Background: an optimization exercise with open tools, aiming at small area. Do not read the settings as production practice.
In this exercise RTL edits were held to simulation tests only and were not proved equivalent to the original.

Setup of run E:
==> module axi_stream_insert_header_pipe, before the edit <==
module axi_stream_insert_header_pipe #(
    parameter   DATA_WD = 32,
    parameter   DATA_BYTE_WD = DATA_WD/8,
    parameter   BYTE_CNT_WD = $clog2(DATA_BYTE_WD)
)
(
        input                       clk,
        input                       rst_n,
        input                       valid_in,
        input   [DATA_WD-1:0]       data_in,
        input   [DATA_BYTE_WD-1:0]  keep_in,
        input                       last_in,
        output                      ready_in,
        output                      valid_out,
        output  [DATA_WD-1:0]       data_out,
        output  [DATA_BYTE_WD-1:0]  keep_out,
        output                      last_out,
        input                       ready_out,
        input                       valid_insert,
        input   [DATA_WD-1:0]       data_insert,
        input   [DATA_BYTE_WD-1:0]  keep_insert,
        input   [BYTE_CNT_WD-1:0]   byte_insert_cnt,
        output                      ready_insert
    );
    localparam DW = DATA_WD + DATA_BYTE_WD + 1;
    localparam HW = DATA_WD + DATA_BYTE_WD;
    reg [7:0] cnt_in, cnt_insert, cnt_out;
    wire out_hi  = |cnt_out[7:2];
    wire hdr_sel = ~out_hi & (cnt_out[1:0] <= byte_insert_cnt);
    wire hdr_lt  = ~out_hi & (cnt_out[1:0] <  byte_insert_cnt);
    wire in_hi   = |cnt_in[7:2];
    wire ins_hi  = |cnt_insert[7:2];
    wire in_lt2  = ~in_hi & ~cnt_in[1];
    wire in_lt3  = ~in_hi & ~(cnt_in[1] & cnt_in[0]);
    wire ins_lt1 = ~ins_hi & ~cnt_insert[1] & ~cnt_insert[0];
    wire ins_lt2 = ~ins_hi & ~cnt_insert[1];
    wire [DW-1:0] d1, d2, d3;
    wire v1, v2, v3, r1, r2, r3;
    wire rdy_nxt = in_lt2 | (~hdr_sel & ready_out);
    pipe_stage #(.DATA_WD(DW)) data_st1 (.clk(clk), .rst_n(rst_n),
        .din({data_in, keep_in, last_in}), .dout(d1),
        .pre_valid(valid_in), .cur_ready(r1), .cur_valid(v1), .nxt_ready(r2));
    pipe_stage #(.DATA_WD(DW)) data_st2 (.clk(clk), .rst_n(rst_n),
        .din(d1), .dout(d2),
        .pre_valid(v1), .cur_ready(r2), .cur_valid(v2), .nxt_ready(r3));
    pipe_stage #(.DATA_WD(DW)) data_st3 (.clk(clk), .rst_n(rst_n),
        .din(d2), .dout(d3),
        .pre_valid(v2), .cur_ready(r3), .cur_valid(v3), .nxt_ready(rdy_nxt));
    wire [HW-1:0] h1, h2;
    wire hv1, hv2, hr1, hr2;
    wire hrdy_nxt = ins_lt1 | (hdr_sel & ready_out);
    pipe_stage #(.DATA_WD(HW)) head_st1 (.clk(clk), .rst_n(rst_n),
        .din({data_insert, keep_insert}), .dout(h1),
        .pre_valid(valid_insert), .cur_ready(hr1), .cur_valid(hv1), .nxt_ready(hr2));
    pipe_stage #(.DATA_WD(HW)) head_st2 (.clk(clk), .rst_n(rst_n),
        .din(h1), .dout(h2),
        .pre_valid(hv1), .cur_ready(hr2), .cur_valid(hv2), .nxt_ready(hrdy_nxt));
    assign ready_insert = rst_n & (ins_lt2 | (hdr_lt & hr1));
    assign ready_in     = rst_n & (in_lt3 | (~hdr_lt & r1));
    assign data_out  = hdr_sel ? h2[HW-1:DATA_BYTE_WD] : d3[DW-1:DATA_BYTE_WD+1];
    assign keep_out  = hdr_sel ? h2[DATA_BYTE_WD-1:0]  : d3[DATA_BYTE_WD:1];
    assign last_out  = ~hdr_sel & d3[0] & v3;
    assign valid_out = hdr_sel ? hv2 : v3;
    wire fire_out = valid_out & ready_out;
    wire fire_ins = valid_insert & ready_insert;
    wire fire_in  = valid_in & ready_in;
    wire [8:0] t_out, t_ins, t_in;
    assign t_out[0] = fire_out;
    assign t_ins[0] = fire_ins;
    assign t_in[0]  = fire_in;
    genvar i;
    generate for (i = 0; i < 8; i = i + 1) begin : g_cnt
        assign t_out[i+1] = t_out[i] & cnt_out[i];
        assign t_ins[i+1] = t_ins[i] & cnt_insert[i];
        assign t_in[i+1]  = t_in[i]  & cnt_in[i];
        always @(posedge clk) begin
            cnt_out[i]    <= rst_n & (cnt_out[i]    ^ t_out[i]);
            cnt_insert[i] <= rst_n & (cnt_insert[i] ^ t_ins[i]);
            cnt_in[i]     <= rst_n & (cnt_in[i]     ^ t_in[i]);
        end
    end endgenerate
endmodule
clock: 6.0 ns
lec_check: 0
cap_margin: 20
core_margin: 2
core_utilization: 40
slew_margin: 20
standard.sh (not shown) runs the stock make flow with config.mk's settings and CLKGATE_MAP_FILE= SYNTH_SCRIPT=/design/flow/synth_recipe.tcl, a recipe that flattens the netlist after the stock synthesis.
==> flow/flow/run.sh <==
#!/bin/bash
# Standard ORFS layout with two changes: port buffers use the smallest buffer
# cell, and clock tree synthesis uses the arguments in flow/cts_args (no dummy
# loads, smaller clock buffers).
set -euo pipefail
export BUFFER_PORTS_ARGS="-buffer_cell sky130_fd_sc_hd__buf_1"
export CTS_ARGS="$(cat flow/cts_args)"
bash standard.sh > standard_flow.log 2>&1
==> flow/flow/cts_args <==
-sink_clustering_enable -repair_clock_nets -dont_use_dummy_load -buf_list sky130_fd_sc_hd__clkbuf_4 -sink_clustering_size 12 -sink_clustering_max_diameter 50
What run C does differently from run E at the input level:
-- flow/design.v --
<<< run E, line 85
    assign last_out  = ~hdr_sel & d3[0] & v3;
    assign valid_out = hdr_sel ? hv2 : v3;
    wire fire_out = valid_out & ready_out;
    wire fire_ins = valid_insert & ready_insert;
    wire fire_in  = valid_in & ready_in;
    wire [8:0] t_out, t_ins, t_in;
    assign t_out[0] = fire_out;
    assign t_ins[0] = fire_ins;
    assign t_in[0]  = fire_in;
    genvar i;
    generate for (i = 0; i < 8; i = i + 1) begin : g_cnt
        assign t_out[i+1] = t_out[i] & cnt_out[i];
        assign t_ins[i+1] = t_ins[i] & cnt_insert[i];
        assign t_in[i+1]  = t_in[i]  & cnt_in[i];
        always @(posedge clk) begin
            cnt_out[i]    <= rst_n & (cnt_out[i]    ^ t_out[i]);
            cnt_insert[i] <= rst_n & (cnt_insert[i] ^ t_ins[i]);
            cnt_in[i]     <= rst_n & (cnt_in[i]     ^ t_in[i]);
        end
    end endgenerate
endmodule
>>> run C, line 85
    assign last_out  = ~hdr_sel & d3[0] & v3;
    assign valid_out = hdr_sel ? hv2 : v3;
    always @(posedge clk)
        if (~rst_n)                  cnt_out <= 8'd0;
        else if (valid_out & ready_out) cnt_out <= cnt_out + 8'd1;
    always @(posedge clk)
        if (~rst_n)                  cnt_insert <= 8'd0;
        else if (valid_insert & ready_insert) cnt_insert <= cnt_insert + 8'd1;
    always @(posedge clk)
        if (~rst_n)                  cnt_in <= 8'd0;
        else if (valid_in & ready_in) cnt_in <= cnt_in + 8'd1;
endmodule
--- outcome ---
In the metrics for run E and run C, the one carrying the higher distinct cell type count of the synthesized netlist is run C. On number of antenna repair diodes: between run E and run C, it ends up higher for run C. Non-clock buffer count: run C vs run E up 0.83%. A timing endpoint of the critical path of data_out[3] is what run C shows, while ready_in belongs to run E. Relative to run E, the logic depth of the worst setup path including buffers of run C is lower by 1. Compared with run E, in run C count of cells resized by post-cts repair was more or less identical; period utilization went up by 1.6 points; final-layout clock-cell area share was more or less identical; initial antenna violation count went up by 1. Summary of run C over run E: core utilization flat; final hold slack up 0.012 ns.

## what the ideal ports hide
Ports are ideal in the flow. The routed layouts listed here were re-timed in OpenROAD.
Step 1 assumes that a clkbuf_16 drives the clock port and a buf_2 every other input.
Step 2 times the ports against the registers' clock, not the clock port: input delays grow and output delays shrink by t, the midpoint of the rising clock arrivals with the driver on.
a / b / c = ideal / step 1 / step 2; a / b = the first two.
| run | t (ns) | slack for setup (ns) | clock arrival spread, ns | cell pins on the clock port's net |
|---|---|---|---|---|
| run E | 0.617 | 1.315 / 1.290 / 1.113 | 0.087 / 0.086 | 1 |
| run C | 0.641 | 1.218 / 1.196 / 1.196 | 0.042 / 0.042 | 1 |
After both steps setup and hold are still met in every run listed. For run E, which loses most, drivers alone change the setup slack by -0.025 ns; drivers and shift together by -0.202 ns.
